This is an optimization exercise on Yosys and OpenROAD, whose aim is small area and a short achievable clock period, not a production implementation. Function was not checked in any run shown here: the RTL went through the layout flow alone. Power is estimated from default activity; no workload was simulated.

==> flow/design.v (outline; a module is shown in full before it is edited, if it fits) <==
// module multiplier: 1632 lines
// module mul_fa: 4 lines
// module mul_ha: 4 lines
module multiplier #(parameter N = 32) (
    input logic CLK, EN_mult, EN_blockRead, rst_n,
    input logic [15:0] mult_input0,
    input logic [15:0] mult_input1,
    input logic [N - 1:0] readMem_val,
    output logic RDY_mult, EN_readMem, EN_writeMem, VALID_memVal,
    output logic [N - 1:0] writeMem_val, memVal_data,
    output logic [5:0] writeMem_addr, readMem_addr
    );
  // ...
==> flow/run.sh <==
#!/bin/bash
# synth_recipe.tcl (not shown) runs the flow's synth.tcl, then flattens the netlist and writes it again
# the make line also repeats each setting of config.mk as NAME=value (left out here)
make -C /OpenROAD-flow-scripts/flow DESIGN_CONFIG=/design/flow/config.mk WORK_HOME=/design/flow/orfs CLKGATE_MAP_FILE= SYNTH_SCRIPT=/design/flow/synth_recipe.tcl finish
==> flow/config.mk <==
export PLATFORM = sky130hd
export DESIGN_NAME = multiplier
export DESIGN_NICKNAME = multiplier
export VERILOG_FILES = /design/flow/design.v
export SDC_FILE = /design/flow/constraint.sdc
export NUM_CORES = 4
export LEC_CHECK = 0
export CAP_MARGIN = 20
export CORE_MARGIN = 2
export CORE_UTILIZATION = 65
export SETUP_SLACK_MARGIN = 1.3
export SLEW_MARGIN = 20
export SYNTH_HIERARCHICAL = 1
export SYNTH_MINIMUM_KEEP_SIZE = 0
==> flow/constraint.sdc <==
create_clock -name core_clock -period 3.6 [get_ports {CLK}]
set_input_delay 0.7200 -clock core_clock [delete_from_list [all_inputs] [get_ports {CLK}]]
set_output_delay 0.7200 -clock core_clock [all_outputs]
set_load 0.01 [all_outputs]
==> out/results.txt, run 1 <==
Seq pwr = 4.03 mW
Drt first pass iters = 5
Met3 wire length = 3.00 mm
Syn Inst Count = 1042
Number of global-route vias before repair = 8098
Drt drc = 0
Clock power frac = 24.2%
CP Launch Type = primary input
CTS H-Tree Depth = 1
FF+latch area = 4810 sq um
Combinational share of power = 38.5%
Clock buffer count = 34
Most common cell on crit path = fa_2
P_sw = 3.49 mW
Largest area contributor in the netlist = dfxtp_1
Fin crit share = 64.1%
Multi-input gates = 696
Post-CTS Setup Bufs = 42
Area of the die = 20800 sq um
Total GRT Usage = 29.1%
Cell Area, Synth = 12800 sq um
GR Util met3 = 8.15%
Clock-pin slew on the worst setup and hold paths = 0.06 ns
Inverters = 6
Top class by area = multi-input combinational cells
Xor/xnor cell area share of the yosys netlist = 2.40%
Status = no timing/DRC/antenna violations
Initial antenna violation count = 0
Area of the multi-input gates = 7760 sq um
GPL Wtd Cong = 0.833
Crit path to = s0_621
Delay-heaviest family, CP = adder cells
Grt met1 use = 41.5%
DR vias/cell = 5.40
Bufs w/o clock = 170
ANT nets after route = 0
Cts hold-fix bufs = 0
Post-place setup slack = 0.205 ns
Net Sw Frac = 32.4%
Count leader, synth = and2_1
Sequential share of cell area = 31.4%
==> inputs of run 2 (changes only) <==
--- a/flow/design.v
+++ b/flow/design.v
@@ -706,48 +706,48 @@
     logic s0_662;
     logic s0_663;
     logic s0_664;
     logic s0_665;
     logic s0_666;
     logic s0_667;
     logic s0_668;
     logic s0_669;
-    logic fs670;
-    logic fc671;
-    logic fs672;
-    logic fc673;
-    logic fs674;
-    logic fc675;
-    logic fs676;
-    logic fc677;
+    logic hs670;
+    logic hc671;
+    logic hs672;
+    logic hc673;
+    logic hs674;
+    logic hc675;
+    logic hs676;
+    logic hc677;
     logic fs678;
     logic fc679;
-    logic fs680;
-    logic fc681;
+    logic hs680;
+    logic hc681;
     logic fs682;
     logic fc683;
-    logic fs684;
-    logic fc685;
+    logic hs684;
+    logic hc685;
     logic fs686;
     logic fc687;
     logic fs688;
     logic fc689;
     logic fs690;
     logic fc691;
-    logic hs692;
-    logic hc693;
+    logic fs692;
+    logic fc693;
     logic fs694;
     logic fc695;
-    logic fs696;
-    logic fc697;
-    logic fs698;
-    logic fc699;
-    logic fs700;
-    logic fc701;
+    logic hs696;
+    logic hc697;
+    logic hs698;
+    logic hc699;
+    logic hs700;
+    logic hc701;
     logic fs702;
     logic fc703;
     logic fs704;
     logic fc705;
     logic fs706;
     logic fc707;
     logic fs708;
     logic fc709;
@@ -766,50 +766,50 @@
     logic fs722;
     logic fc723;
     logic fs724;
     logic fc725;
     logic fs726;
     logic fc727;
     logic fs728;
     logic fc729;
-    logic fs730;
-    logic fc731;
-    logic fs732;
-    logic fc733;
-    logic fs734;
-    logic fc735;
+    logic hs730;
+    logic hc731;
+    logic hs732;
+    logic hc733;
+    logic hs734;
+    logic hc735;
     logic fs736;
     logic fc737;
     logic fs738;
     logic fc739;
     logic fs740;
     logic fc741;
     logic fs742;
     logic fc743;
     logic fs744;
     logic fc745;
     logic fs746;
     logic fc747;
-    logic hs748;
-    logic hc749;
-    logic hs750;
-    logic hc751;
-    logic hs752;
-    logic hc753;
-    logic hs754;
-    logic hc755;
-    logic hs756;
-    logic hc757;
-    logic hs758;
-    logic hc759;
-    logic hs760;
-    logic hc761;
-    logic hs762;
-    logic hc763;
+    logic fs748;
+    logic fc749;
+    logic fs750;
+    logic fc751;
+    logic fs752;
+    logic fc753;
+    logic fs754;
+    logic fc755;
+    logic fs756;
+    logic fc757;
+    logic fs758;
+    logic fc759;
+    logic fs760;
+    logic fc761;
+    logic fs762;
+    logic fc763;
     logic fs764;
     logic fc765;
     logic fs766;
     logic fc767;
     logic fs768;
     logic fc769;
     logic fs770;
     logic fc771;
@@ -867,83 +867,420 @@
     logic s1_823;
     logic s1_824;
     logic s1_825;
     logic s1_826;
     logic s1_827;
     logic s1_828;
     logic s1_829;
     logic s1_830;
-    logic s2_834;
-    logic s2_835;
-    logic s2_836;
-    logic s2_837;
-    logic s2_838;
-    logic s2_839;
-    logic s2_840;
-    logic s2_841;
-    logic s2_842;
-    logic s2_843;
-    logic s2_844;
-    logic s2_845;
-    logic s2_846;
-    logic s2_847;
-    logic s2_848;
-    logic s2_849;
-    logic s2_850;
-    logic s2_851;
-    logic s2_852;
-    logic s2_853;
-    logic s2_854;
-    logic s2_855;
-    logic s2_856;
-    logic s2_857;
-    logic s2_858;
-    logic s2_859;
-    logic s2_860;
-    logic s2_861;
-    logic s2_862;
-    logic s2_863;
-    logic s2_864;
-    logic s2_865;
-    logic s3_866;
-    logic s3_867;
-    logic s3_868;
-    logic s3_869;
-    logic s3_870;
-    logic s3_871;
-    logic s3_872;
-    logic s3_873;
-    logic s3_874;
-    logic s3_875;
-    logic s3_876;
-    logic s3_877;
-    logic s3_878;
-    logic s3_879;
-    logic s3_880;
-    logic s3_881;
-    logic s3_882;
-    logic s3_883;
-    logic s3_884;
-    logic s3_885;
-    logic s3_886;
-    logic s3_887;
-    logic s3_888;
-    logic s3_889;
-    logic s3_890;
-    logic s3_891;
-    logic s3_892;
-    logic s3_893;
-    logic s3_894;
-    logic s3_895;
-    logic s3_896;
-    logic s3_897;
-    logic [31:0] ra831;
-    logic [31:0] rb832;
-    logic [31:0] pr833;
+    logic s1_831;
+    logic s1_832;
+    logic s1_833;
+    logic q834;
+    logic q835;
+    logic q836;
+    logic q837;
+    logic q838;
+    logic q839;
+    logic q840;
+    logic q841;
+    logic q842;
+    logic q843;
+    logic q844;
+    logic q845;
+    logic q846;
+    logic q847;
+    logic q848;
+    logic q849;
+    logic q850;
+    logic q851;
+    logic q852;
+    logic q853;
+    logic q854;
+    logic q855;
+    logic q856;
+    logic q857;
+    logic q858;
+    logic q859;
+    logic q860;
+    logic q861;
+    logic q862;
+    logic q863;
+    logic q864;
+    logic q865;
+    logic q866;
+    logic q867;
+    logic q868;
+    logic q869;
+    logic q870;
+    logic q871;
+    logic q872;
+    logic q873;
+    logic q874;
+    logic q875;
+    logic q876;
+    logic q877;
+    logic q878;
+    logic q879;
+    logic q880;
+    logic q881;
+    logic q882;
+    logic q883;
+    logic q884;
+    logic q885;
+    logic q886;
+    logic q887;
+    logic q888;
+    logic q889;
+    logic q890;
+    logic q891;
+    logic q892;
+    logic q893;
+    logic q894;
+    logic q895;
+    logic q896;
+    logic q897;
+    logic q898;
+    logic q899;
+    logic q900;
+    logic q901;
+    logic q902;
+    logic q903;
+    logic q904;
+    logic q905;
+    logic q906;
+    logic q907;
+    logic q908;
+    logic q909;
+    logic q910;
+    logic q911;
+    logic q912;
+    logic q913;
+    logic q914;
+    logic q915;
+    logic q916;
+    logic q917;
+    logic q918;
+    logic q919;
+    logic q920;
+    logic q921;
+    logic q922;
+    logic q923;
+    logic q924;
+    logic q925;
+    logic q926;
+    logic q927;
+    logic q928;
+    logic q929;
+    logic q930;
+    logic q931;
+    logic q932;
+    logic q933;
+    logic q934;
+    logic q935;
+    logic q936;
+    logic q937;
+    logic q938;
+    logic q939;
+    logic q940;
+    logic q941;
+    logic q942;
+    logic q943;
+    logic q944;
+    logic q945;
+    logic q946;
+    logic q947;
+    logic q948;
+    logic q949;
+    logic q950;
+    logic q951;
+    logic q952;
+    logic q953;
+    logic q954;
+    logic q955;
+    logic q956;
+    logic q957;
+    logic q958;
+    logic q959;
+    logic q960;
+    logic q961;
+    logic q962;
+    logic q963;
+    logic q964;
+    logic q965;
+    logic q966;
+    logic q967;
+    logic q968;
+    logic q969;
+    logic q970;
+    logic q971;
+    logic q972;
+    logic q973;
+    logic q974;
+    logic q975;
+    logic q976;
+    logic q977;
+    logic q978;
+    logic q979;
+    logic q980;
+    logic q981;
+    logic q982;
+    logic q983;
+    logic q984;
+    logic q985;
+    logic q986;
+    logic q987;
+    logic q988;
+    logic q989;
+    logic q990;
+    logic q991;
+    logic q992;
+    logic q993;
+    logic q994;
+    logic q995;
+    logic q996;
+    logic q997;
+    logic q998;
+    logic q999;
+    logic q1000;
+    logic q1001;
+    logic q1002;
+    logic q1003;
+    logic q1004;
+    logic q1005;
+    logic q1006;
+    logic q1007;
+    logic q1008;
+    logic q1009;
+    logic q1010;
+    logic q1011;
+    logic q1012;
+    logic q1013;
+    logic q1014;
+    logic q1015;
+    logic q1016;
+    logic q1017;
+    logic q1018;
+    logic q1019;
+    logic q1020;
+    logic q1021;
+    logic q1022;
+    logic q1023;
+    logic q1024;
+    logic q1025;
+    logic q1026;
+    logic q1027;
+    logic q1028;
+    logic q1029;
+    logic q1030;
+    logic q1031;
+    logic q1032;
+    logic q1033;
+    logic q1034;
+    logic q1035;
+    logic q1036;
+    logic q1037;
+    logic q1038;
+    logic q1039;
+    logic q1040;
+    logic q1041;
+    logic q1042;
+    logic q1043;
+    logic q1044;
+    logic q1045;
+    logic q1046;
+    logic q1047;
+    logic q1048;
+    logic q1049;
+    logic q1050;
+    logic q1051;
+    logic q1052;
+    logic q1053;
+    logic q1054;
+    logic q1055;
+    logic q1056;
+    logic q1057;
+    logic q1058;
+    logic q1059;
+    logic q1060;
+    logic q1061;
+    logic q1062;
+    logic q1063;
+    logic q1064;
+    logic q1065;
+    logic q1066;
+    logic q1067;
+    logic q1068;
+    logic q1069;
+    logic q1070;
+    logic q1071;
+    logic q1072;
+    logic q1073;
+    logic q1074;
+    logic q1075;
+    logic q1076;
+    logic q1077;
+    logic q1078;
+    logic q1079;
+    logic q1080;
+    logic q1081;
+    logic q1082;
+    logic q1083;
+    logic q1084;
+    logic q1085;
+    logic q1086;
+    logic q1087;
+    logic q1088;
+    logic q1089;
+    logic q1090;
+    logic q1091;
+    logic q1092;
+    logic q1093;
+    logic q1094;
+    logic q1095;
+    logic q1096;
+    logic q1097;
+    logic q1098;
+    logic q1099;
+    logic q1100;
+    logic q1101;
+    logic q1102;
+    logic q1103;
+    logic q1104;
+    logic q1105;
+    logic q1106;
+    logic q1107;
+    logic q1108;
+    logic q1109;
+    logic q1110;
+    logic q1111;
+    logic q1112;
+    logic q1113;
+    logic q1114;
+    logic q1115;
+    logic q1116;
+    logic q1117;
+    logic q1118;
+    logic q1119;
+    logic q1120;
+    logic q1121;
+    logic q1122;
+    logic q1123;
+    logic q1124;
+    logic q1125;
+    logic q1126;
+    logic q1127;
+    logic q1128;
+    logic q1129;
+    logic q1130;
+    logic q1131;
+    logic q1132;
+    logic q1133;
+    logic q1134;
+    logic q1135;
+    logic q1136;
+    logic q1137;
+    logic q1138;
+    logic q1139;
+    logic q1140;
+    logic q1142;
+    logic q1143;
+    logic q1144;
+    logic q1145;
+    logic q1146;
+    logic q1147;
+    logic q1148;
+    logic q1149;
+    logic q1150;
+    logic q1151;
+    logic q1152;
+    logic q1153;
+    logic q1154;
+    logic q1155;
+    logic q1156;
+    logic q1157;
+    logic q1158;
+    logic q1159;
+    logic q1160;
+    logic q1161;
+    logic q1162;
+    logic q1163;
+    logic q1164;
+    logic q1165;
+    logic q1166;
+    logic q1167;
+    logic q1168;
+    logic q1169;
+    logic q1170;
+    logic s2_1171;
+    logic s2_1172;
+    logic s2_1173;
+    logic s2_1174;
+    logic s2_1175;
+    logic s2_1176;
+    logic s2_1177;
+    logic s2_1178;
+    logic s2_1179;
+    logic s2_1180;
+    logic s2_1181;
+    logic s2_1182;
+    logic s2_1183;
+    logic s2_1184;
+    logic s2_1185;
+    logic s2_1186;
+    logic s2_1187;
+    logic s2_1188;
+    logic s2_1189;
+    logic s2_1190;
+    logic s2_1191;
+    logic s2_1192;
+    logic s2_1193;
+    logic s2_1194;
+    logic s2_1195;
+    logic s2_1196;
+    logic s2_1197;
+    logic s2_1198;
+    logic s2_1199;
+    logic s2_1200;
+    logic s2_1201;
+    logic s2_1202;
+    logic s3_1203;
+    logic s3_1204;
+    logic s3_1205;
+    logic s3_1206;
+    logic s3_1207;
+    logic s3_1208;
+    logic s3_1209;
+    logic s3_1210;
+    logic s3_1211;
+    logic s3_1212;
+    logic s3_1213;
+    logic s3_1214;
+    logic s3_1215;
+    logic s3_1216;
+    logic s3_1217;
+    logic s3_1218;
+    logic s3_1219;
+    logic s3_1220;
+    logic s3_1221;
+    logic s3_1222;
+    logic s3_1223;
+    logic s3_1224;
+    logic s3_1225;
+    logic s3_1226;
+    logic s3_1227;
+    logic s3_1228;
+    logic s3_1229;
+    logic s3_1230;
+    logic s3_1231;
+    logic s3_1232;
+    logic s3_1233;
+    logic s3_1234;
+    logic [31:0] pr1141;
     assign pp1 = mult_input0[0] & mult_input1[0];
     assign pp2 = mult_input0[0] & mult_input1[1];
     assign pp3 = mult_input0[0] & mult_input1[2];
     assign pp4 = mult_input0[0] & mult_input1[3];
     assign pp5 = mult_input0[0] & mult_input1[4];
     assign pp6 = mult_input0[0] & mult_input1[5];
     assign pp7 = mult_input0[0] & mult_input1[6];
     assign pp8 = mult_input0[0] & mult_input1[7];
@@ -1347,72 +1684,323 @@
     mul_fa u_fs555 (fs381, fc480, fc482, fs555, fc556);
     mul_fa u_fs557 (fc484, fs485, fs487, fs557, fc558);
     mul_fa u_fs559 (fc486, fc488, fs489, fs559, fc560);
     mul_fa u_fs561 (fs391, fc490, fc492, fs561, fc562);
     mul_fa u_fs563 (fs393, fs395, fc494, fs563, fc564);
     mul_fa u_fs565 (fs399, fc498, fs499, fs565, fc566);
     mul_fa u_fs567 (fc400, fs401, fc500, fs567, fc568);
     mul_fa u_fs569 (fc404, fs405, fc504, fs569, fc570);
-    mul_fa u_fs670 (s0_577, s0_578, s0_579, fs670, fc671);
-    mul_fa u_fs672 (s0_584, s0_585, s0_586, fs672, fc673);
-    mul_fa u_fs674 (s0_588, s0_589, s0_590, fs674, fc675);
-    mul_fa u_fs676 (s0_591, s0_592, s0_593, fs676, fc677);
-    mul_fa u_fs678 (s0_594, s0_595, s0_596, fs678, fc679);
-    mul_fa u_fs680 (s0_599, s0_600, s0_601, fs680, fc681);
-    mul_fa u_fs682 (s0_603, s0_604, s0_605, fs682, fc683);
-    mul_fa u_fs684 (s0_607, s0_608, s0_609, fs684, fc685);
-    mul_fa u_fs686 (s0_611, s0_612, s0_613, fs686, fc687);
-    mul_fa u_fs688 (s0_614, s0_615, s0_616, fs688, fc689);
-    mul_fa u_fs690 (s0_617, s0_618, s0_619, fs690, fc691);
-    mul_ha u_hs692 (s0_620, s0_621, hs692, hc693);
-    mul_fa u_fs694 (s0_622, s0_623, s0_624, fs694, fc695);
-    mul_fa u_fs696 (s0_625, s0_626, s0_627, fs696, fc697);
-    mul_fa u_fs698 (s0_628, s0_629, s0_630, fs698, fc699);
-    mul_fa u_fs700 (s0_632, s0_633, s0_634, fs700, fc701);
-    mul_fa u_fs702 (s0_637, s0_638, s0_639, fs702, fc703);
-    mul_fa u_fs704 (s0_642, s0_643, s0_644, fs704, fc705);
-    mul_fa u_fs706 (s0_645, s0_646, s0_647, fs706, fc707);
-    mul_fa u_fs708 (s0_649, s0_650, s0_651, fs708, fc709);
-    mul_fa u_fs710 (s0_653, s0_654, s0_655, fs710, fc711);
-    mul_fa u_fs712 (s0_659, s0_660, s0_661, fs712, fc713);
-    mul_fa u_fs714 (s0_662, s0_663, s0_664, fs714, fc715);
-    mul_fa u_fs716 (s0_580, s0_581, fc671, fs716, fc717);
-    mul_fa u_fs718 (s0_597, s0_598, fc677, fs718, fc719);
-    mul_fa u_fs720 (s0_602, fc679, fs680, fs720, fc721);
-    mul_fa u_fs722 (s0_606, fc681, fs682, fs722, fc723);
-    mul_fa u_fs724 (s0_610, fc683, fs684, fs724, fc725);
-    mul_fa u_fs726 (fc685, fs686, fs688, fs726, fc727);
-    mul_fa u_fs728 (fc687, fc689, fs690, fs728, fc729);
-    mul_fa u_fs730 (fc691, hc693, fs694, fs730, fc731);
-    mul_fa u_fs732 (s0_631, fc695, fc697, fs732, fc733);
-    mul_fa u_fs734 (s0_635, s0_636, fc699, fs734, fc735);
-    mul_fa u_fs736 (s0_640, s0_641, fc701, fs736, fc737);
-    mul_fa u_fs738 (s0_648, fc705, fs706, fs738, fc739);
-    mul_fa u_fs740 (s0_652, fc707, fs708, fs740, fc741);
-    mul_fa u_fs742 (s0_656, fc709, fs710, fs742, fc743);
-    mul_fa u_fs744 (s0_657, s0_658, fc711, fs744, fc745);
-    mul_fa u_fs746 (s0_582, s0_583, fc717, fs746, fc747);
-    mul_ha u_hs748 (s0_587, fs672, hs748, hc749);
-    mul_ha u_hs750 (fc673, fs674, hs750, hc751);
-    mul_ha u_hs752 (fc675, fs676, hs752, hc753);
-    mul_ha u_hs754 (fs678, fs718, hs754, hc755);
-    mul_ha u_hs756 (fc719, fs720, hs756, hc757);
-    mul_ha u_hs758 (fc721, fs722, hs758, hc759);
-    mul_ha u_hs760 (fc723, fs724, hs760, hc761);
-    mul_ha u_hs762 (fc725, fs726, hs762, hc763);
-    mul_fa u_fs764 (hs692, fc727, fs728, fs764, fc765);
-    mul_fa u_fs766 (fs696, fc729, fs730, fs766, fc767);
-    mul_fa u_fs768 (fs698, fc731, fs732, fs768, fc769);
-    mul_fa u_fs770 (fs700, fc733, fs734, fs770, fc771);
-    mul_fa u_fs772 (fs702, fc735, fs736, fs772, fc773);
-    mul_fa u_fs774 (fc703, fs704, fc737, fs774, fc775);
-    assign ra831 = {1'b0, s1_829, s1_827, s1_825, s1_823, s1_821, s1_819, s1_817, s1_815, s1_813, s1_811, s1_809, s1_807, s1_805, s1_803, s1_801, s1_799, s1_797, s1_795, s1_793, s1_791, s1_789, s1_787, s1_785, s1_784, s1_783, s1_782, s1_781, s1_780, s1_779, s1_777, s1_776};
-    assign rb832 = {1'b0, s1_830, s1_828, s1_826, s1_824, s1_822, s1_820, s1_818, s1_816, s1_814, s1_812, s1_810, s1_808, s1_806, s1_804, s1_802, s1_800, s1_798, s1_796, s1_794, s1_792, s1_790, s1_788, s1_786, 1'b0, 1'b0, 1'b0, 1'b0, 1'b0, 1'b0, s1_778, 1'b0};
-    assign pr833 = ra831 + rb832;
+    mul_ha u_hs670 (s0_594, s0_595, hs670, hc671);
+    mul_ha u_hs672 (s0_599, s0_600, hs672, hc673);
+    mul_ha u_hs674 (s0_603, s0_604, hs674, hc675);
+    mul_ha u_hs676 (s0_607, s0_608, hs676, hc677);
+    mul_fa u_fs678 (s0_611, s0_612, s0_613, fs678, fc679);
+    mul_ha u_hs680 (s0_614, s0_615, hs680, hc681);
+    mul_fa u_fs682 (s0_617, s0_618, s0_619, fs682, fc683);
+    mul_ha u_hs684 (s0_620, s0_621, hs684, hc685);
+    mul_fa u_fs686 (s0_622, s0_623, s0_624, fs686, fc687);
+    mul_fa u_fs688 (s0_625, s0_626, s0_627, fs688, fc689);
+    mul_fa u_fs690 (s0_628, s0_629, s0_630, fs690, fc691);
+    mul_fa u_fs692 (s0_632, s0_633, s0_634, fs692, fc693);
+    mul_fa u_fs694 (s0_637, s0_638, s0_639, fs694, fc695);
+    mul_ha u_hs696 (s0_584, s0_585, hs696, hc697);
+    mul_ha u_hs698 (s0_588, s0_589, hs698, hc699);
+    mul_ha u_hs700 (s0_591, s0_592, hs700, hc701);
+    mul_fa u_fs702 (s0_596, s0_597, s0_598, fs702, fc703);
+    mul_fa u_fs704 (s0_601, s0_602, hc671, fs704, fc705);
+    mul_fa u_fs706 (s0_605, s0_606, hc673, fs706, fc707);
+    mul_fa u_fs708 (s0_609, s0_610, hc675, fs708, fc709);
+    mul_fa u_fs710 (s0_616, hc677, fs678, fs710, fc711);
+    mul_fa u_fs712 (fc679, hc681, fs682, fs712, fc713);
+    mul_fa u_fs714 (fc683, hc685, fs686, fs714, fc715);
+    mul_fa u_fs716 (s0_631, fc687, fc689, fs716, fc717);
+    mul_fa u_fs718 (s0_635, s0_636, fc691, fs718, fc719);
+    mul_fa u_fs720 (s0_640, s0_641, fc693, fs720, fc721);
+    mul_fa u_fs722 (s0_642, s0_643, s0_644, fs722, fc723);
+    mul_fa u_fs724 (s0_645, s0_646, s0_647, fs724, fc725);
+    mul_fa u_fs726 (s0_649, s0_650, s0_651, fs726, fc727);
+    mul_fa u_fs728 (s0_653, s0_654, s0_655, fs728, fc729);
+    mul_ha u_hs730 (s0_577, s0_578, hs730, hc731);
+    mul_ha u_hs732 (s0_580, s0_581, hs732, hc733);
+    mul_ha u_hs734 (s0_582, s0_583, hs734, hc735);
+    mul_fa u_fs736 (s0_586, s0_587, hs696, fs736, fc737);
+    mul_fa u_fs738 (s0_590, hc697, hs698, fs738, fc739);
+    mul_fa u_fs740 (s0_593, hc699, hs700, fs740, fc741);
+    mul_fa u_fs742 (hs670, hc701, fs702, fs742, fc743);
+    mul_fa u_fs744 (hs672, fc703, fs704, fs744, fc745);
+    mul_fa u_fs746 (hs674, fc705, fs706, fs746, fc747);
+    mul_fa u_fs748 (hs676, fc707, fs708, fs748, fc749);
+    mul_fa u_fs750 (hs680, fc709, fs710, fs750, fc751);
+    mul_fa u_fs752 (hs684, fc711, fs712, fs752, fc753);
+    mul_fa u_fs754 (fs688, fc713, fs714, fs754, fc755);
+    mul_fa u_fs756 (fs690, fc715, fs716, fs756, fc757);
+    mul_fa u_fs758 (fs692, fc717, fs718, fs758, fc759);
+    mul_fa u_fs760 (fs694, fc719, fs720, fs760, fc761);
+    mul_fa u_fs762 (fc695, fc721, fs722, fs762, fc763);
+    mul_fa u_fs764 (s0_648, fc723, fs724, fs764, fc765);
+    mul_fa u_fs766 (s0_652, fc725, fs726, fs766, fc767);
+    mul_fa u_fs768 (s0_656, fc727, fs728, fs768, fc769);
+    mul_fa u_fs770 (s0_657, s0_658, fc729, fs770, fc771);
+    mul_fa u_fs772 (s0_659, s0_660, s0_661, fs772, fc773);
+    mul_fa u_fs774 (s0_662, s0_663, s0_664, fs774, fc775);
+    mul_pg0 u_mul_pg0_1 (s1_777, s1_778, q834, q835);
+    mul_xor u_mul_xor_2 (s1_777, s1_778, q836);
+    mul_pg0 u_mul_pg0_3 (s1_782, s1_783, q837, q838);
+    mul_xor u_mul_xor_4 (s1_782, s1_783, q839);
+    mul_pg0 u_mul_pg0_5 (s1_784, s1_785, q840, q841);
+    mul_xor u_mul_xor_6 (s1_784, s1_785, q842);
+    mul_pg0 u_mul_pg0_7 (s1_786, s1_787, q843, q844);
+    mul_xor u_mul_xor_8 (s1_786, s1_787, q845);
+    mul_pg0 u_mul_pg0_9 (s1_788, s1_789, q846, q847);
+    mul_xor u_mul_xor_10 (s1_788, s1_789, q848);
+    mul_pg0 u_mul_pg0_11 (s1_790, s1_791, q849, q850);
+    mul_xor u_mul_xor_12 (s1_790, s1_791, q851);
+    mul_pg0 u_mul_pg0_13 (s1_792, s1_793, q852, q853);
+    mul_xor u_mul_xor_14 (s1_792, s1_793, q854);
+    mul_pg0 u_mul_pg0_15 (s1_794, s1_795, q855, q856);
+    mul_xor u_mul_xor_16 (s1_794, s1_795, q857);
+    mul_pg0 u_mul_pg0_17 (s1_796, s1_797, q858, q859);
+    mul_xor u_mul_xor_18 (s1_796, s1_797, q860);
+    mul_pg0 u_mul_pg0_19 (s1_798, s1_799, q861, q862);
+    mul_xor u_mul_xor_20 (s1_798, s1_799, q863);
+    mul_pg0 u_mul_pg0_21 (s1_800, s1_801, q864, q865);
+    mul_xor u_mul_xor_22 (s1_800, s1_801, q866);
+    mul_pg0 u_mul_pg0_23 (s1_802, s1_803, q867, q868);
+    mul_xor u_mul_xor_24 (s1_802, s1_803, q869);
+    mul_pg0 u_mul_pg0_25 (s1_804, s1_805, q870, q871);
+    mul_xor u_mul_xor_26 (s1_804, s1_805, q872);
+    mul_pg0 u_mul_pg0_27 (s1_806, s1_807, q873, q874);
+    mul_xor u_mul_xor_28 (s1_806, s1_807, q875);
+    mul_pg0 u_mul_pg0_29 (s1_808, s1_809, q876, q877);
+    mul_xor u_mul_xor_30 (s1_808, s1_809, q878);
+    mul_pg0 u_mul_pg0_31 (s1_810, s1_811, q879, q880);
+    mul_xor u_mul_xor_32 (s1_810, s1_811, q881);
+    mul_pg0 u_mul_pg0_33 (s1_812, s1_813, q882, q883);
+    mul_xor u_mul_xor_34 (s1_812, s1_813, q884);
+    mul_pg0 u_mul_pg0_35 (s1_814, s1_815, q885, q886);
+    mul_xor u_mul_xor_36 (s1_814, s1_815, q887);
+    mul_pg0 u_mul_pg0_37 (s1_816, s1_817, q888, q889);
+    mul_xor u_mul_xor_38 (s1_816, s1_817, q890);
+    mul_pg0 u_mul_pg0_39 (s1_818, s1_819, q891, q892);
+    mul_xor u_mul_xor_40 (s1_818, s1_819, q893);
+    mul_pg0 u_mul_pg0_41 (s1_820, s1_821, q894, q895);
+    mul_xor u_mul_xor_42 (s1_820, s1_821, q896);
+    mul_pg0 u_mul_pg0_43 (s1_822, s1_823, q897, q898);
+    mul_xor u_mul_xor_44 (s1_822, s1_823, q899);
+    mul_pg0 u_mul_pg0_45 (s1_824, s1_825, q900, q901);
+    mul_xor u_mul_xor_46 (s1_824, s1_825, q902);
+    mul_pg0 u_mul_pg0_47 (s1_826, s1_827, q903, q904);
+    mul_xor u_mul_xor_48 (s1_826, s1_827, q905);
+    mul_pg0 u_mul_pg0_49 (s1_828, s1_829, q906, q907);
+    mul_xor u_mul_xor_50 (s1_828, s1_829, q908);
+    mul_pg0 u_mul_pg0_51 (s1_830, s1_831, q909, q910);
+    mul_xor u_mul_xor_52 (s1_830, s1_831, q911);
+    mul_pg0 u_mul_pg0_53 (s1_832, s1_833, q912, q913);
+    mul_xor u_mul_xor_54 (s1_832, s1_833, q914);
+    mul_inv u_mul_inv_55 (s1_779, q915);
+    mul_nor u_mul_nor_56 (q915, q834, q916);
+    mul_nor u_mul_nor_57 (q915, q835, q917);
+    mul_nand u_mul_nand_58 (s1_780, s1_779, q918);
+    mul_nand u_mul_nand_59 (s1_781, s1_780, q919);
+    mul_inv u_mul_inv_60 (s1_781, q920);
+    mul_nor u_mul_nor_61 (q838, q920, q921);
+    mul_gpp u_mul_gpp_62 (q840, q841, q837, q838, q922, q923);
+    mul_gpp u_mul_gpp_63 (q843, q844, q840, q841, q924, q925);
+    mul_gpp u_mul_gpp_64 (q846, q847, q843, q844, q926, q927);
+    mul_gpp u_mul_gpp_65 (q849, q850, q846, q847, q928, q929);
+    mul_gpp u_mul_gpp_66 (q852, q853, q849, q850, q930, q931);
+    mul_gpp u_mul_gpp_67 (q855, q856, q852, q853, q932, q933);
+    mul_gpp u_mul_gpp_68 (q858, q859, q855, q856, q934, q935);
+    mul_gpp u_mul_gpp_69 (q861, q862, q858, q859, q936, q937);
+    mul_gpp u_mul_gpp_70 (q864, q865, q861, q862, q938, q939);
+    mul_gpp u_mul_gpp_71 (q867, q868, q864, q865, q940, q941);
+    mul_gpp u_mul_gpp_72 (q870, q871, q867, q868, q942, q943);
+    mul_gpp u_mul_gpp_73 (q873, q874, q870, q871, q944, q945);
+    mul_gpp u_mul_gpp_74 (q876, q877, q873, q874, q946, q947);
+    mul_gpp u_mul_gpp_75 (q879, q880, q876, q877, q948, q949);
+    mul_gpp u_mul_gpp_76 (q882, q883, q879, q880, q950, q951);
+    mul_gpp u_mul_gpp_77 (q885, q886, q882, q883, q952, q953);
+    mul_gpp u_mul_gpp_78 (q888, q889, q885, q886, q954, q955);
+    mul_gpp u_mul_gpp_79 (q891, q892, q888, q889, q956, q957);
+    mul_gpp u_mul_gpp_80 (q894, q895, q891, q892, q958, q959);
+    mul_gpp u_mul_gpp_81 (q897, q898, q894, q895, q960, q961);
+    mul_gpp u_mul_gpp_82 (q900, q901, q897, q898, q962, q963);
+    mul_gpp u_mul_gpp_83 (q903, q904, q900, q901, q964, q965);
+    mul_gpp u_mul_gpp_84 (q906, q907, q903, q904, q966, q967);
+    mul_gpp u_mul_gpp_85 (q909, q910, q906, q907, q968, q969);
+    mul_gpp u_mul_gpp_86 (q912, q913, q909, q910, q970, q971);
+    mul_nor u_mul_nor_87 (q918, q834, q972);
+    mul_inv u_mul_inv_88 (q916, q973);
+    mul_nor u_mul_nor_89 (q919, q973, q974);
+    mul_inv u_mul_inv_90 (q917, q975);
+    mul_nor u_mul_nor_91 (q919, q975, q976);
+    mul_inv u_mul_inv_92 (q921, q977);
+    mul_nor u_mul_nor_93 (q977, q918, q978);
+    mul_inv u_mul_inv_94 (q923, q979);
+    mul_nor u_mul_nor_95 (q979, q919, q980);
+    mul_inv u_mul_inv_96 (q837, q981);
+    mul_gpn u_mul_gpn_97 (q924, q925, q981, q921, q982, q983);
+    mul_gpn u_mul_gpn_98 (q926, q927, q922, q923, q984, q985);
+    mul_gpn u_mul_gpn_99 (q928, q929, q924, q925, q986, q987);
+    mul_gpn u_mul_gpn_100 (q930, q931, q926, q927, q988, q989);
+    mul_gpn u_mul_gpn_101 (q932, q933, q928, q929, q990, q991);
+    mul_gpn u_mul_gpn_102 (q934, q935, q930, q931, q992, q993);
+    mul_gpn u_mul_gpn_103 (q936, q937, q932, q933, q994, q995);
+    mul_gpn u_mul_gpn_104 (q938, q939, q934, q935, q996, q997);
+    mul_gpn u_mul_gpn_105 (q940, q941, q936, q937, q998, q999);
+    mul_gpn u_mul_gpn_106 (q942, q943, q938, q939, q1000, q1001);
+    mul_gpn u_mul_gpn_107 (q944, q945, q940, q941, q1002, q1003);
+    mul_gpn u_mul_gpn_108 (q946, q947, q942, q943, q1004, q1005);
+    mul_gpn u_mul_gpn_109 (q948, q949, q944, q945, q1006, q1007);
+    mul_gpn u_mul_gpn_110 (q950, q951, q946, q947, q1008, q1009);
+    mul_gpn u_mul_gpn_111 (q952, q953, q948, q949, q1010, q1011);
+    mul_gpn u_mul_gpn_112 (q954, q955, q950, q951, q1012, q1013);
+    mul_gpn u_mul_gpn_113 (q956, q957, q952, q953, q1014, q1015);
+    mul_gpn u_mul_gpn_114 (q958, q959, q954, q955, q1016, q1017);
+    mul_gpn u_mul_gpn_115 (q960, q961, q956, q957, q1018, q1019);
+    mul_gpn u_mul_gpn_116 (q962, q963, q958, q959, q1020, q1021);
+    mul_gpn u_mul_gpn_117 (q964, q965, q960, q961, q1022, q1023);
+    mul_gpn u_mul_gpn_118 (q966, q967, q962, q963, q1024, q1025);
+    mul_gpn u_mul_gpn_119 (q968, q969, q964, q965, q1026, q1027);
+    mul_gpn u_mul_gpn_120 (q970, q971, q966, q967, q1028, q1029);
+    mul_inv u_mul_inv_121 (q978, q1030);
+    mul_gp u_mul_gp_122 (q837, q1030, q834, q1031);
+    mul_gn u_mul_gn_123 (q922, q980, q916, q1032);
+    mul_inv u_mul_inv_124 (q972, q1033);
+    mul_gp u_mul_gp_125 (q982, q983, q1033, q1034);
+    mul_inv u_mul_inv_126 (q974, q1035);
+    mul_inv u_mul_inv_127 (q976, q1036);
+    mul_gpp u_mul_gpp_128 (q984, q985, q1035, q1036, q1037, q1038);
+    mul_gpp u_mul_gpp_129 (q986, q987, q837, q1030, q1039, q1040);
+    mul_inv u_mul_inv_130 (q922, q1041);
+    mul_inv u_mul_inv_131 (q980, q1042);
+    mul_gpp u_mul_gpp_132 (q988, q989, q1041, q1042, q1043, q1044);
+    mul_gpp u_mul_gpp_133 (q990, q991, q982, q983, q1045, q1046);
+    mul_gpp u_mul_gpp_134 (q992, q993, q984, q985, q1047, q1048);
+    mul_gpp u_mul_gpp_135 (q994, q995, q986, q987, q1049, q1050);
+    mul_gpp u_mul_gpp_136 (q996, q997, q988, q989, q1051, q1052);
+    mul_gpp u_mul_gpp_137 (q998, q999, q990, q991, q1053, q1054);
+    mul_gpp u_mul_gpp_138 (q1000, q1001, q992, q993, q1055, q1056);
+    mul_gpp u_mul_gpp_139 (q1002, q1003, q994, q995, q1057, q1058);
+    mul_gpp u_mul_gpp_140 (q1004, q1005, q996, q997, q1059, q1060);
+    mul_gpp u_mul_gpp_141 (q1006, q1007, q998, q999, q1061, q1062);
+    mul_gpp u_mul_gpp_142 (q1008, q1009, q1000, q1001, q1063, q1064);
+    mul_gpp u_mul_gpp_143 (q1010, q1011, q1002, q1003, q1065, q1066);
+    mul_gpp u_mul_gpp_144 (q1012, q1013, q1004, q1005, q1067, q1068);
+    mul_gpp u_mul_gpp_145 (q1014, q1015, q1006, q1007, q1069, q1070);
+    mul_gpp u_mul_gpp_146 (q1016, q1017, q1008, q1009, q1071, q1072);
+    mul_gpp u_mul_gpp_147 (q1018, q1019, q1010, q1011, q1073, q1074);
+    mul_gpp u_mul_gpp_148 (q1020, q1021, q1012, q1013, q1075, q1076);
+    mul_gpp u_mul_gpp_149 (q1022, q1023, q1014, q1015, q1077, q1078);
+    mul_gpp u_mul_gpp_150 (q1024, q1025, q1016, q1017, q1079, q1080);
+    mul_gpp u_mul_gpp_151 (q1026, q1027, q1018, q1019, q1081, q1082);
+    mul_gpp u_mul_gpp_152 (q1028, q1029, q1020, q1021, q1083, q1084);
+    mul_inv u_mul_inv_153 (q834, q1085);
+    mul_gn u_mul_gn_154 (q1039, q1040, q1085, q1086);
+    mul_gn u_mul_gn_155 (q1043, q1044, q916, q1087);
+    mul_gn u_mul_gn_156 (q1045, q1046, q972, q1088);
+    mul_gn u_mul_gn_157 (q1047, q1048, q974, q1089);
+    mul_gn u_mul_gn_158 (q1049, q1050, q1031, q1090);
+    mul_inv u_mul_inv_159 (q1032, q1091);
+    mul_gn u_mul_gn_160 (q1051, q1052, q1091, q1092);
+    mul_gn u_mul_gn_161 (q1053, q1054, q1034, q1093);
+    mul_gpn u_mul_gpn_162 (q1055, q1056, q1037, q1038, q1094, q1095);
+    mul_gpn u_mul_gpn_163 (q1057, q1058, q1039, q1040, q1096, q1097);
+    mul_gpn u_mul_gpn_164 (q1059, q1060, q1043, q1044, q1098, q1099);
+    mul_gpn u_mul_gpn_165 (q1061, q1062, q1045, q1046, q1100, q1101);
+    mul_gpn u_mul_gpn_166 (q1063, q1064, q1047, q1048, q1102, q1103);
+    mul_gpn u_mul_gpn_167 (q1065, q1066, q1049, q1050, q1104, q1105);
+    mul_gpn u_mul_gpn_168 (q1067, q1068, q1051, q1052, q1106, q1107);
+    mul_gpn u_mul_gpn_169 (q1069, q1070, q1053, q1054, q1108, q1109);
+    mul_gpn u_mul_gpn_170 (q1071, q1072, q1055, q1056, q1110, q1111);
+    mul_gpn u_mul_gpn_171 (q1073, q1074, q1057, q1058, q1112, q1113);
+    mul_gpn u_mul_gpn_172 (q1075, q1076, q1059, q1060, q1114, q1115);
+    mul_gpn u_mul_gpn_173 (q1077, q1078, q1061, q1062, q1116, q1117);
+    mul_gpn u_mul_gpn_174 (q1079, q1080, q1063, q1064, q1118, q1119);
+    mul_gpn u_mul_gpn_175 (q1081, q1082, q1065, q1066, q1120, q1121);
+    mul_gpn u_mul_gpn_176 (q1083, q1084, q1067, q1068, q1122, q1123);
+    mul_gp u_mul_gp_177 (q1096, q1097, q834, q1124);
+    mul_gp u_mul_gp_178 (q1098, q1099, q973, q1125);
+    mul_gp u_mul_gp_179 (q1100, q1101, q1033, q1126);
+    mul_gp u_mul_gp_180 (q1102, q1103, q1035, q1127);
+    mul_inv u_mul_inv_181 (q1031, q1128);
+    mul_gp u_mul_gp_182 (q1104, q1105, q1128, q1129);
+    mul_gp u_mul_gp_183 (q1106, q1107, q1032, q1130);
+    mul_inv u_mul_inv_184 (q1034, q1131);
+    mul_gp u_mul_gp_185 (q1108, q1109, q1131, q1132);
+    mul_inv u_mul_inv_186 (q1037, q1133);
+    mul_gp u_mul_gp_187 (q1110, q1111, q1133, q1134);
+    mul_gp u_mul_gp_188 (q1112, q1113, q1086, q1135);
+    mul_gp u_mul_gp_189 (q1114, q1115, q1087, q1136);
+    mul_gp u_mul_gp_190 (q1116, q1117, q1088, q1137);
+    mul_gp u_mul_gp_191 (q1118, q1119, q1089, q1138);
+    mul_gp u_mul_gp_192 (q1120, q1121, q1090, q1139);
+    mul_gp u_mul_gp_193 (q1122, q1123, q1092, q1140);
+    assign pr1141[0] = s1_776;
+    assign pr1141[1] = q836;
+    mul_xnor u_mul_xnor_194 (s1_779, q834, q1142);
+    assign pr1141[2] = q1142;
+    mul_xor u_mul_xor_195 (s1_780, q916, q1143);
+    assign pr1141[3] = q1143;
+    mul_xor u_mul_xor_196 (s1_781, q972, q1144);
+    assign pr1141[4] = q1144;
+    mul_xor u_mul_xor_197 (q839, q974, q1145);
+    assign pr1141[5] = q1145;
+    mul_xor u_mul_xor_198 (q842, q1031, q1146);
+    assign pr1141[6] = q1146;
+    mul_xnor u_mul_xnor_199 (q845, q1032, q1147);
+    assign pr1141[7] = q1147;
+    mul_xor u_mul_xor_200 (q848, q1034, q1148);
+    assign pr1141[8] = q1148;
+    mul_xor u_mul_xor_201 (q851, q1037, q1149);
+    assign pr1141[9] = q1149;
+    mul_xnor u_mul_xnor_202 (q854, q1086, q1150);
+    assign pr1141[10] = q1150;
+    mul_xnor u_mul_xnor_203 (q857, q1087, q1151);
+    assign pr1141[11] = q1151;
+    mul_xnor u_mul_xnor_204 (q860, q1088, q1152);
+    assign pr1141[12] = q1152;
+    mul_xnor u_mul_xnor_205 (q863, q1089, q1153);
+    assign pr1141[13] = q1153;
+    mul_xnor u_mul_xnor_206 (q866, q1090, q1154);
+    assign pr1141[14] = q1154;
+    mul_xnor u_mul_xnor_207 (q869, q1092, q1155);
+    assign pr1141[15] = q1155;
+    mul_xnor u_mul_xnor_208 (q872, q1093, q1156);
+    assign pr1141[16] = q1156;
+    mul_xnor u_mul_xnor_209 (q875, q1094, q1157);
+    assign pr1141[17] = q1157;
+    mul_xor u_mul_xor_210 (q878, q1124, q1158);
+    assign pr1141[18] = q1158;
+    mul_xor u_mul_xor_211 (q881, q1125, q1159);
+    assign pr1141[19] = q1159;
+    mul_xor u_mul_xor_212 (q884, q1126, q1160);
+    assign pr1141[20] = q1160;
+    mul_xor u_mul_xor_213 (q887, q1127, q1161);
+    assign pr1141[21] = q1161;
+    mul_xor u_mul_xor_214 (q890, q1129, q1162);
+    assign pr1141[22] = q1162;
+    mul_xor u_mul_xor_215 (q893, q1130, q1163);
+    assign pr1141[23] = q1163;
+    mul_xor u_mul_xor_216 (q896, q1132, q1164);
+    assign pr1141[24] = q1164;
+    mul_xor u_mul_xor_217 (q899, q1134, q1165);
+    assign pr1141[25] = q1165;
+    mul_xor u_mul_xor_218 (q902, q1135, q1166);
+    assign pr1141[26] = q1166;
+    mul_xor u_mul_xor_219 (q905, q1136, q1167);
+    assign pr1141[27] = q1167;
+    mul_xor u_mul_xor_220 (q908, q1137, q1168);
+    assign pr1141[28] = q1168;
+    mul_xor u_mul_xor_221 (q911, q1138, q1169);
+    assign pr1141[29] = q1169;
+    mul_xor u_mul_xor_222 (q914, q1139, q1170);
+    assign pr1141[30] = q1170;
+    assign pr1141[31] = q1140;
     always_ff @(posedge CLK) begin
         s0_571 <= pp1;
         s0_572 <= pp2;
         s0_573 <= pp17;
         s0_574 <= fs257;
         s0_575 <= fs407;
         s0_576 <= fs507;
         s0_577 <= fc410;
@@ -1509,132 +2097,168 @@
         s0_668 <= pp256;
         s0_669 <= fc506;
         s1_776 <= s0_571;
         s1_777 <= s0_572;
         s1_778 <= s0_573;
         s1_779 <= s0_574;
         s1_780 <= s0_575;
         s1_781 <= s0_576;
-        s1_782 <= fs670;
-        s1_783 <= fs716;
-        s1_784 <= fs746;
-        s1_785 <= fc747;
-        s1_786 <= hs748;
-        s1_787 <= hc749;
-        s1_788 <= hs750;
-        s1_789 <= hc751;
-        s1_790 <= hs752;
-        s1_791 <= hc753;
-        s1_792 <= hs754;
-        s1_793 <= hc755;
-        s1_794 <= hs756;
-        s1_795 <= hc757;
-        s1_796 <= hs758;
-        s1_797 <= hc759;
-        s1_798 <= hs760;
-        s1_799 <= hc761;
-        s1_800 <= hs762;
-        s1_801 <= hc763;
-        s1_802 <= fs764;
-        s1_803 <= fc765;
-        s1_804 <= fs766;
-        s1_805 <= fc767;
-        s1_806 <= fs768;
-        s1_807 <= fc769;
-        s1_808 <= fs770;
-        s1_809 <= fc771;
-        s1_810 <= fs772;
-        s1_811 <= fc773;
-        s1_812 <= fs774;
-        s1_813 <= fs738;
-        s1_814 <= fc775;
-        s1_815 <= fc739;
-        s1_816 <= fs740;
-        s1_817 <= fc741;
-        s1_818 <= fs742;
-        s1_819 <= fc743;
-        s1_820 <= fs744;
-        s1_821 <= fs712;
-        s1_822 <= fc745;
-        s1_823 <= fc713;
-        s1_824 <= fs714;
-        s1_825 <= s0_665;
-        s1_826 <= fc715;
-        s1_827 <= s0_666;
-        s1_828 <= s0_667;
-        s1_829 <= s0_668;
-        s1_830 <= s0_669;
-        s2_834 <= pr833[0];
-        s2_835 <= pr833[1];
-        s2_836 <= pr833[2];
-        s2_837 <= pr833[3];
-        s2_838 <= pr833[4];
-        s2_839 <= pr833[5];
-        s2_840 <= pr833[6];
-        s2_841 <= pr833[7];
-        s2_842 <= pr833[8];
-        s2_843 <= pr833[9];
-        s2_844 <= pr833[10];
-        s2_845 <= pr833[11];
-        s2_846 <= pr833[12];
-        s2_847 <= pr833[13];
-        s2_848 <= pr833[14];
-        s2_849 <= pr833[15];
-        s2_850 <= pr833[16];
-        s2_851 <= pr833[17];
-        s2_852 <= pr833[18];
-        s2_853 <= pr833[19];
-        s2_854 <= pr833[20];
-        s2_855 <= pr833[21];
-        s2_856 <= pr833[22];
-        s2_857 <= pr833[23];
-        s2_858 <= pr833[24];
-        s2_859 <= pr833[25];
-        s2_860 <= pr833[26];
-        s2_861 <= pr833[27];
-        s2_862 <= pr833[28];
-        s2_863 <= pr833[29];
-        s2_864 <= pr833[30];
-        s2_865 <= pr833[31];
-        s3_866 <= s2_834;
-        s3_867 <= s2_835;
-        s3_868 <= s2_836;
-        s3_869 <= s2_837;
-        s3_870 <= s2_838;
-        s3_871 <= s2_839;
-        s3_872 <= s2_840;
-        s3_873 <= s2_841;
-        s3_874 <= s2_842;
-        s3_875 <= s2_843;
-        s3_876 <= s2_844;
-        s3_877 <= s2_845;
-        s3_878 <= s2_846;
-        s3_879 <= s2_847;
-        s3_880 <= s2_848;
-        s3_881 <= s2_849;
-        s3_882 <= s2_850;
-        s3_883 <= s2_851;
-        s3_884 <= s2_852;
-        s3_885 <= s2_853;
-        s3_886 <= s2_854;
-        s3_887 <= s2_855;
-        s3_888 <= s2_856;
-        s3_889 <= s2_857;
-        s3_890 <= s2_858;
-        s3_891 <= s2_859;
-        s3_892 <= s2_860;
-        s3_893 <= s2_861;
-        s3_894 <= s2_862;
-        s3_895 <= s2_863;
-        s3_896 <= s2_864;
-        s3_897 <= s2_865;
+        s1_782 <= s0_579;
+        s1_783 <= hs730;
+        s1_784 <= hc731;
+        s1_785 <= hs732;
+        s1_786 <= hc733;
+        s1_787 <= hs734;
+        s1_788 <= hc735;
+        s1_789 <= fs736;
+        s1_790 <= fc737;
+        s1_791 <= fs738;
+        s1_792 <= fc739;
+        s1_793 <= fs740;
+        s1_794 <= fc741;
+        s1_795 <= fs742;
+        s1_796 <= fc743;
+        s1_797 <= fs744;
+        s1_798 <= fc745;
+        s1_799 <= fs746;
+        s1_800 <= fc747;
+        s1_801 <= fs748;
+        s1_802 <= fc749;
+        s1_803 <= fs750;
+        s1_804 <= fc751;
+        s1_805 <= fs752;
+        s1_806 <= fc753;
+        s1_807 <= fs754;
+        s1_808 <= fc755;
+        s1_809 <= fs756;
+        s1_810 <= fc757;
+        s1_811 <= fs758;
+        s1_812 <= fc759;
+        s1_813 <= fs760;
+        s1_814 <= fc761;
+        s1_815 <= fs762;
+        s1_816 <= fc763;
+        s1_817 <= fs764;
+        s1_818 <= fc765;
+        s1_819 <= fs766;
+        s1_820 <= fc767;
+        s1_821 <= fs768;
+        s1_822 <= fc769;
+        s1_823 <= fs770;
+        s1_824 <= fc771;
+        s1_825 <= fs772;
+        s1_826 <= fc773;
+        s1_827 <= fs774;
+        s1_828 <= s0_665;
+        s1_829 <= fc775;
+        s1_830 <= s0_666;
+        s1_831 <= s0_667;
+        s1_832 <= s0_668;
+        s1_833 <= s0_669;
+        s2_1171 <= pr1141[0];
+        s2_1172 <= pr1141[1];
+        s2_1173 <= pr1141[2];
+        s2_1174 <= pr1141[3];
+        s2_1175 <= pr1141[4];
+        s2_1176 <= pr1141[5];
+        s2_1177 <= pr1141[6];
+        s2_1178 <= pr1141[7];
+        s2_1179 <= pr1141[8];
+        s2_1180 <= pr1141[9];
+        s2_1181 <= pr1141[10];
+        s2_1182 <= pr1141[11];
+        s2_1183 <= pr1141[12];
+        s2_1184 <= pr1141[13];
+        s2_1185 <= pr1141[14];
+        s2_1186 <= pr1141[15];
+        s2_1187 <= pr1141[16];
+        s2_1188 <= pr1141[17];
+        s2_1189 <= pr1141[18];
+        s2_1190 <= pr1141[19];
+        s2_1191 <= pr1141[20];
+        s2_1192 <= pr1141[21];
+        s2_1193 <= pr1141[22];
+        s2_1194 <= pr1141[23];
+        s2_1195 <= pr1141[24];
+        s2_1196 <= pr1141[25];
+        s2_1197 <= pr1141[26];
+        s2_1198 <= pr1141[27];
+        s2_1199 <= pr1141[28];
+        s2_1200 <= pr1141[29];
+        s2_1201 <= pr1141[30];
+        s2_1202 <= pr1141[31];
+        s3_1203 <= s2_1171;
+        s3_1204 <= s2_1172;
+        s3_1205 <= s2_1173;
+        s3_1206 <= s2_1174;
+        s3_1207 <= s2_1175;
+        s3_1208 <= s2_1176;
+        s3_1209 <= s2_1177;
+        s3_1210 <= s2_1178;
+        s3_1211 <= s2_1179;
+        s3_1212 <= s2_1180;
+        s3_1213 <= s2_1181;
+        s3_1214 <= s2_1182;
+        s3_1215 <= s2_1183;
+        s3_1216 <= s2_1184;
+        s3_1217 <= s2_1185;
+        s3_1218 <= s2_1186;
+        s3_1219 <= s2_1187;
+        s3_1220 <= s2_1188;
+        s3_1221 <= s2_1189;
+        s3_1222 <= s2_1190;
+        s3_1223 <= s2_1191;
+        s3_1224 <= s2_1192;
+        s3_1225 <= s2_1193;
+        s3_1226 <= s2_1194;
+        s3_1227 <= s2_1195;
+        s3_1228 <= s2_1196;
+        s3_1229 <= s2_1197;
+        s3_1230 <= s2_1198;
+        s3_1231 <= s2_1199;
+        s3_1232 <= s2_1200;
+        s3_1233 <= s2_1201;
+        s3_1234 <= s2_1202;
     end
-    assign writeMem_val = {s3_897, s3_896, s3_895, s3_894, s3_893, s3_892, s3_891, s3_890, s3_889, s3_888, s3_887, s3_886, s3_885, s3_884, s3_883, s3_882, s3_881, s3_880, s3_879, s3_878, s3_877, s3_876, s3_875, s3_874, s3_873, s3_872, s3_871, s3_870, s3_869, s3_868, s3_867, s3_866};
+    assign writeMem_val = {s3_1234, s3_1233, s3_1232, s3_1231, s3_1230, s3_1229, s3_1228, s3_1227, s3_1226, s3_1225, s3_1224, s3_1223, s3_1222, s3_1221, s3_1220, s3_1219, s3_1218, s3_1217, s3_1216, s3_1215, s3_1214, s3_1213, s3_1212, s3_1211, s3_1210, s3_1209, s3_1208, s3_1207, s3_1206, s3_1205, s3_1204, s3_1203};
 endmodule
 module mul_fa (input logic a, b, c, output logic s, co);
     assign s = a ^ b ^ c;
     assign co = (a & b) | (a & c) | (b & c);
 endmodule
 module mul_ha (input logic a, b, output logic s, co);
     assign s = a ^ b;
     assign co = a & b;
 endmodule
+module mul_gn (input logic gh, th, gl, output logic gn);
+    assign gn = ~(gh | (th & gl));
+endmodule
+module mul_gp (input logic ghn, thn, gln, output logic g);
+    assign g = ~(ghn & (thn | gln));
+endmodule
+module mul_gpn (input logic gh, th, gl, tl, output logic gn, tn);
+    assign gn = ~(gh | (th & gl));
+    assign tn = ~(th & tl);
+endmodule
+module mul_gpp (input logic ghn, thn, gln, tln, output logic g, t);
+    assign g = ~(ghn & (thn | gln));
+    assign t = ~(thn | tln);
+endmodule
+module mul_inv (input logic x, output logic y);
+    assign y = ~x;
+endmodule
+module mul_nand (input logic x, y, output logic z);
+    assign z = ~(x & y);
+endmodule
+module mul_nor (input logic x, y, output logic z);
+    assign z = ~(x | y);
+endmodule
+module mul_pg0 (input logic x, y, output logic gn, tn);
+    assign gn = ~(x & y);
+    assign tn = ~(x | y);
+endmodule
+module mul_xnor (input logic x, y, output logic s);
+    assign s = ~(x ^ y);
+endmodule
+module mul_xor (input logic x, y, output logic s);
+    assign s = x ^ y;
+endmodule
==> flow/config.mk (replaced) <==
export PLATFORM = sky130hd
export DESIGN_NAME = multiplier
export DESIGN_NICKNAME = multiplier
export VERILOG_FILES = /design/flow/design.v
export SDC_FILE = /design/flow/constraint.sdc
export NUM_CORES = 4
export LEC_CHECK = 0
export CAP_MARGIN = 20
export CORE_MARGIN = 2
export CORE_UTILIZATION = 40
export SETUP_SLACK_MARGIN = 1.6
export SLEW_MARGIN = 20
export SYNTH_HIERARCHICAL = 1
export SYNTH_MINIMUM_KEEP_SIZE = 0
==> run 2 against run 1 <==
Effect of this change:
- non-clock buffer count grew 19
- critical path depth rose by 1
- cell count grew 25%
- sequential share of layout area down 2.8 points
- final area up 11%
- utilization fell by 28 points
- synthesized cell count increased by 15%
- combinational power up 24%
- setup slack gained 0.066 ns
- flip-flop and latch count rose by 3
- sequential power is 4% higher
- clock power about the same
- largest cell class unchanged
==> out/results.txt, run 2 <==
Fin crit share = 62.3% (-1.8 points)
Max IR drop VDD = 0.464 mV
Post-Route Skew = 0.0127 ns
P_int = 7.42 mW
Global route total overflow = 0
I/O pins = 148
Synth-to-layout area growth = 25.6%
WL/cell = 19.8 um
Fill count = 2951
Status = no timing/DRC/antenna violations
Pin count of the biggest net entering global routing = 18
CP Capture Type = register
Sink Count = 243
Syn Inst Count = 1194 (+15%)
DR vias/cell = 4.82 (-11%)
# port buffers = 83
Design area = 17000 sq um
Commonest non-fill, non-tap cell in the layout = dfxtp_1
Fin worst setup slack = 1.36 ns
Clock-pin slew on the worst setup and hold paths = 0.06 ns (about the same)
Syn_area_per_cell = 11.4 sq um
Hold Path Class = register to register
Post-place setup slack = 0.143 ns (-0.0619 ns)
GPL Wtd Cong = 0.909 (+9.2%)
Drt drc = 0 (unchanged)
Total GRT Usage = 20.3% (-8.8 points)
First-pass GRT wire length = 54.9 mm
Antenna Cells = 0
Most common cell on crit path = fa_2
Net Sw Frac = 37.8% (+5.5 points)
Initial antenna violation count = 0 (unchanged)
RSZ-0062 raised after global routing = yes
LEAKAGE = 7.10 nW
Clock buffer depth = 3
Setup_tns = 0 ns
Vias = 8568
Met3 wire length = 2.38 mm (-20%)
CTS H-Tree Depth = 1 (unchanged)
Top Registers = ra (6), wa (6), pipe_en (3)
Crit path max fanout = 7
Clock Root Buffer = clkbuf_16
FMAX = 446 MHz
Fin crit period = 2.24 ns
Buffer and inverter count on the worst path = 3
Drt initial violations = 527
YS warnings = 7
Final hold vios = 0
Final core occ = 51.0%
CTS Buf Count = 26
Final nets = 1592
Insertion delay to the later sink of the worst-skew pair = 0.52 ns
Arrival @ worst endpoint = 2.63 ns
Drt first pass iters = 5 (unchanged)
CP Cell Sequence = buf_12 -> buf_12 -> buf_16 -> and2_4 -> fa_2 -> fa_2 -> fa_2
Metal1 wirelength = 15.3 mm
Number of global-route vias before repair = 9559 (+18%)
Drt total wl = 35.3 mm
Cts hold-fix bufs = 0 (unchanged)
Die X = 188 um
Die H = 188 um
Combinational share of power = 43.1% (+4.6 points)
Core ar. = 33400 sq um
Reg power frac = 35.1%
# Max-Cap Violations = 0
Final setup vio count = 0
Worst path slowest cell = fa_2
Routed wire length on met2 = 16.1 mm
Share of layout cells above drive strength 1 = 39.2%
Syn_nets = 1474
Slew Viols, Final = 0
Commonest non-fill, non-tap cells in the layout = 236 x dfxtp_1, 161 x and2_1, 133 x fa_2
Power Density = 701 nW/um^2
Slew HR = 70.4%
Worst Max-Slew Pin Slew = 0.442 ns
CP Launch Type = primary input
Crit path kind = primary input to register
Dpl hpwl = 23.8 mm
DR top layer = met4
Rows = 67
Area of the die = 35400 sq um (+70%)
Critical Path RT = 3.99 ns
CTS tree = built
P_sw = 4.52 mW (+30%)
Delay-heaviest family, CP = adder cells
Clock power frac = 21.8% (-2.4 points)
Starting Density = 40.6%
Placed Area = 15000 sq um
Slowest stage delay, CP = 0.56 ns
Cell Area, Synth = 13600 sq um (+6.2%)
ANT nets after route = 0 (unchanged)
==> run 2: per-layer routing <==
metal	GRT usage [%]	up-vias
li1	-	3903
met1	26.8	4188
met2	32.6	366
met3	3.46	111
met4	9.69	0
met5	0	-
==> run 2: stage by stage <==
step | power [mW] | instances | hold WS (ns)
final | 11.9 | 1777 | 0.320
after global routing | 12.9 | 1777 | 0.330
after CTS | 12.1 | 1772 | 0.321
after detailed placement | 9.38 | 1655 | 0.312
after global placement | 9.31 | 1655 | 0.312
after floorplan | 7.89 | 1194 | 0.310
==> run 2: area by class of cell <==
cell class                      instances  area [sq um]  share of cell area, %
Sequential cell                       243          4880                   28.6
Multi-Input combinational cell        833          8610                   50.5
Clock inverter                         13           134                  0.785
Inverter                               19          71.3                  0.418
Clock buffer                           32           714                   4.19
Tap cell                              448           561                   3.29
Timing Repair Buffer                  189          2080                   12.2
==> run 2: worst paths after layout <==
| kind | startpoint | to | slack, ns | cells after the start |
|---|---|---|---|---|
| max reg2reg | s1_777 | s2_1196 | 1.72 | 9 |
| min reg2reg | s2_1196 | s3_1228 | 0.32 | 0 |
| min | s2_1196 | s3_1228 | 0.32 | 0 |
| max | mult_input1[6] | s0_583 | 1.36 | 7 |
==> run 2: repair_timing <==
action                     4_1_cts  5_1_grt
setup buffers                   50        5
setup endpoints to repair      144       56
gates resized for setup        377       36
pin swaps                       85       51
cloned                          22        0
==> run 2: power by group through the flow <==
stage	Clock (mW)	Combinational [mW]	Sequential (mW)
floorplan	0	3.75	4.14
detailed placement	0	5.10	4.28
CTS	2.68	5.17	4.21
finish	2.61	5.14	4.19
global placement	0	5.04	4.27
global route	2.80	5.76	4.32
==> run 2: worst reg2reg max path, stage by stage, from the launching register on <==
cell	delay, ns
dfxtp_1	0.36
nand2_2	0.15
nor2_4	0.20
inv_1	0.09
nor2_2	0.19
inv_1	0.11
o21ai_4	0.22
inv_1	0.06
o21ai_1	0.25
xor2_1	0.18
==> inputs of run 3 (changes only) <==
--- a/flow/config.mk
+++ b/flow/config.mk
@@ -7,8 +7,8 @@
 export LEC_CHECK = 0
 export CAP_MARGIN = 20
 export CORE_MARGIN = 2
-export CORE_UTILIZATION = 40
-export SETUP_SLACK_MARGIN = 1.6
+export CORE_UTILIZATION = 65
+export SETUP_SLACK_MARGIN = 1.3
 export SLEW_MARGIN = 20
 export SYNTH_HIERARCHICAL = 1
 export SYNTH_MINIMUM_KEEP_SIZE = 0
==> run 3 against run 2 <==
Effect of this change:
- cell count shrank 12%
- count of clock-buffer cells in the layout is the same
- final area shrank 7.2%
- area after synthesis is the same
- register-to-register slack lost 0.19 ns
- sequential power is essentially flat
- clock skew shrank 0.0044 ns
- total power shrank 0.12%
- worst hold slack gained 0.0036 ns
- maximum frequency shrank 1.5%
- still clean on timing, DRC and antenna
- critical endpoint is now s0_593
- largest cell class unchanged
- wire length shrank 9.6%
- synthesized cell count is the same
==> out/results.txt, run 3 <==
Design area = 15800 sq um (-7.2%)
GPL Wtd Cong = 0.877 (-3.5%)
Final setup vio count = 0 (unchanged)
Status = no timing/DRC/antenna violations
DR vias/cell = 5.45 (+13%)
Total GRT Usage = 30.2% (+9.9 points)
Die X = 148 um (-21%)
Worst R2R Setup Slack = 1.53 ns (-0.19 ns)
Final nets = 1551 (-2.6%)
Power Density = 754 nW/um^2 (+7.6%)
Commonest non-fill, non-tap cell in the layout = dfxtp_1
CTS tree = built
RSZ-0062 raised after global routing = yes
Commonest non-fill, non-tap cells in the layout = 241 x dfxtp_1, 212 x and2_1, 110 x fa_2
Top Registers = ra (6), wa (6), pipe_en (3)
Non-Filler Instances = 1556 (-12%)
Drt initial violations = 578 (+9.7%)
Global route total overflow = 0 (unchanged)
Pin count of the biggest net entering global routing = 18 (unchanged)
Slew Viols, Final = 0 (unchanged)
Worst reg2reg endpoint = s2_1196
Crit path max fanout = 8 (+1)
Die H = 148 um (-21%)
Syn_nets = 1474 (unchanged)
First-pass GRT wire length = 50.0 mm (-8.9%)
Worst Max-Slew Pin Slew = 0.366 ns (-0.0758 ns)
ANT nets after route = 0 (unchanged)
LEAKAGE = 6.52 nW (-8.1%)
Arrival @ worst endpoint = 2.72 ns (+0.09 ns)
Cell Area, Synth = 13600 sq um (unchanged)
CTS Buf Count = 25 (-3.8%)
Number of global-route vias before repair = 9162 (-4.2%)
# Max-Cap Violations = 0 (unchanged)
Drt total wl = 31.9 mm (-9.6%)
Drt drc = 0 (unchanged)
Clock buffer depth = 3 (unchanged)
GRT Max-Usage Layer = met2
Core ar. = 20400 sq um (-39%)
Met2 track demand over resource = 48.8% (+16 points)
CP Launch Type = primary input
Area of the die = 22000 sq um (-38%)
Hold depth = 0 (unchanged)
Clock Root Buffer = clkbuf_16
I/O pins = 148 (unchanged)
WL/cell = 20.5 um (+3.2%)
Synth-to-layout area growth = 16.6%
Min-delay src = s2_1185
Fin crit share = 63.2% (+0.92 points)
Fill count = 1352 (-54%)
CP Capture Type = register
Insertion delay to the later sink of the worst-skew pair = 0.50 ns (-0.02 ns)
Syn_area_per_cell = 11.4 sq um (unchanged)
Initial antenna violation count = 1 (+1)
Worst R2R Start = s1_777
Dpl hpwl = 22.0 mm (-7.4%)
FMAX = 439 MHz (-1.5%)
Crit path kind = primary input to register
# port buffers = 83 (unchanged)
Share of layout cells above drive strength 1 = 30.7% (-8.5 points)
Slew HR = 75.4% (+5.1 points)
Critical Path RT = 4.04 ns (+0.05 ns)
Sink Count = 243 (unchanged)
Clock-pin slew on the worst setup and hold paths = 0.06 ns (about the same)
Grt met1 use = 40.6% (+14 points)
YS warnings = 7 (unchanged)
FF-to-FF path depth = 9 (unchanged)
Cts hold-fix bufs = 0 (unchanged)
Total power = 11.9 mW (-0.12%)
Syn Inst Count = 1194 (unchanged)
Fin crit period = 2.28 ns (+0.0332 ns)
Cell Count Post-Placement = 1477 (-11%)
Setup_tns = 0 ns (unchanged)
Rows = 52 (-22%)
Post-Route Skew = 0.00833 ns (-0.00441 ns)
Starting Density = 66.6% (+26 points)
Max IR drop VDD = 0.421 mV (-9.3%)
Antenna Cells = 0 (unchanged)
Drt first pass iters = 4 (-1)
Vias = 8485 (-0.97%)
Hold EP = s3_1217
CTS H-Tree Depth = 1 (unchanged)
Placed Area = 14700 sq um (-1.9%)
GR Util met3 = 6.66% (+3.2 points)
Hold Path Class = register to register
Final hold vios = 0 (unchanged)
[run 3: per-stage QoR]
step                util, %  setup WS (ns)  hold slack (ns)
finish                 77.7           1.32            0.324
global route           77.7           1.29            0.325
CTS                    77.7           1.27            0.324
detailed placement     72.2          0.206            0.312
global placement       72.2          0.258            0.310
floorplan                 -           1.04            0.310
[run 3: area by class of cell]
cell class / count / area [sq um] / area share [%]
Sequential cell: 243 / 4870 / 30.8
Inverter: 19 / 71.3 / 0.451
Clock inverter: 10 / 161 / 1.02
Multi-Input combinational cell: 833 / 8400 / 53.1
Timing Repair Buffer: 149 / 1290 / 8.17
Clock buffer: 32 / 692 / 4.37
Tap cell: 270 / 338 / 2.14
[run 3: power breakdown]
part           switching, mW  internal, mW
Clock                  0.999          1.64
Sequential             0.497          3.72
Combinational           2.91          2.16
[run 3: worst max-delay path, cell delays in order]
cell	delay [ns]
buf_2	0.14
buf_6	0.15
and2_4	0.16
fa_2	0.57
fa_2	0.44
fa_2	0.53
[run 3: timing repair]
item / 4_1_cts / 5_1_grt
hold endpoints to repair: 0 / 0
pin swaps: 17 / 11
cloned: 18 / 1
setup endpoints to repair: 87 / 12
gates resized for setup: 178 / 16
buffers inserted: 17 / 1
[run 3: how the worst max path moves through the flow]
stage                    start  cells past startpoint  slack, ns     end
2_1_floorplan   mult_input0[5]                      5       1.04  s0_583
3_3_place_gp   mult_input0[13]                      5       0.26  s0_610
3_5_place_dp   mult_input0[13]                      5       0.21  s0_610
4_1_cts         mult_input1[4]                      6       1.27  s0_610
5_1_grt        mult_input1[11]                      5       1.29  s0_631
6_report       mult_input1[10]                      6       1.32  s0_593
[run 3: routing by layer]
metal / routed length, um / vias up
met5: 13 / -
met4: 1220 / 2
met3: 2500 / 102
met2: 14800 / 402
met1: 13300 / 4163
li1: - / 3816

[re-timing with driven ports]
How much do the figures lean on ideal ports? The routed layouts below were timed once more, with nothing changed but the port constraints. Step 1 sets driving cells, clkbuf_16 on the clock port and buf_2 on the other inputs (assumed; they add their load-dependent delay and slew). Step 2, shift: input delay + t, output delay - t, t = (earliest + latest rising clock arrival at the registers) / 2. This alone moves slack from input paths to output paths. a / b / c = ideal / step 1 / step 2; a / b = the first two.
| run | t, ns | setup WS [ns] | hold WS [ns] | worst setup path after step 2 | worst register clock-pin slew, ns |
|---|---|---|---|---|---|
| run 1 | 0.547 | 1.292 / 1.321 / 0.775 | 0.322 / 0.322 / 0.322 | input to register | 0.06 / 0.06 |
| run 2 | 0.564 | 1.358 / 1.359 / 0.796 | 0.320 / 0.320 / 0.320 | input to register | 0.06 / 0.06 |
| run 3 | 0.545 | 1.324 / 1.336 / 0.804 | 0.324 / 0.324 / 0.324 | input to register | 0.07 / 0.07 |
After both steps setup and hold are still met in every run listed. The setup slack of run 2, which loses most, moves by +0.001 ns with the drivers and by -0.562 ns with both steps.
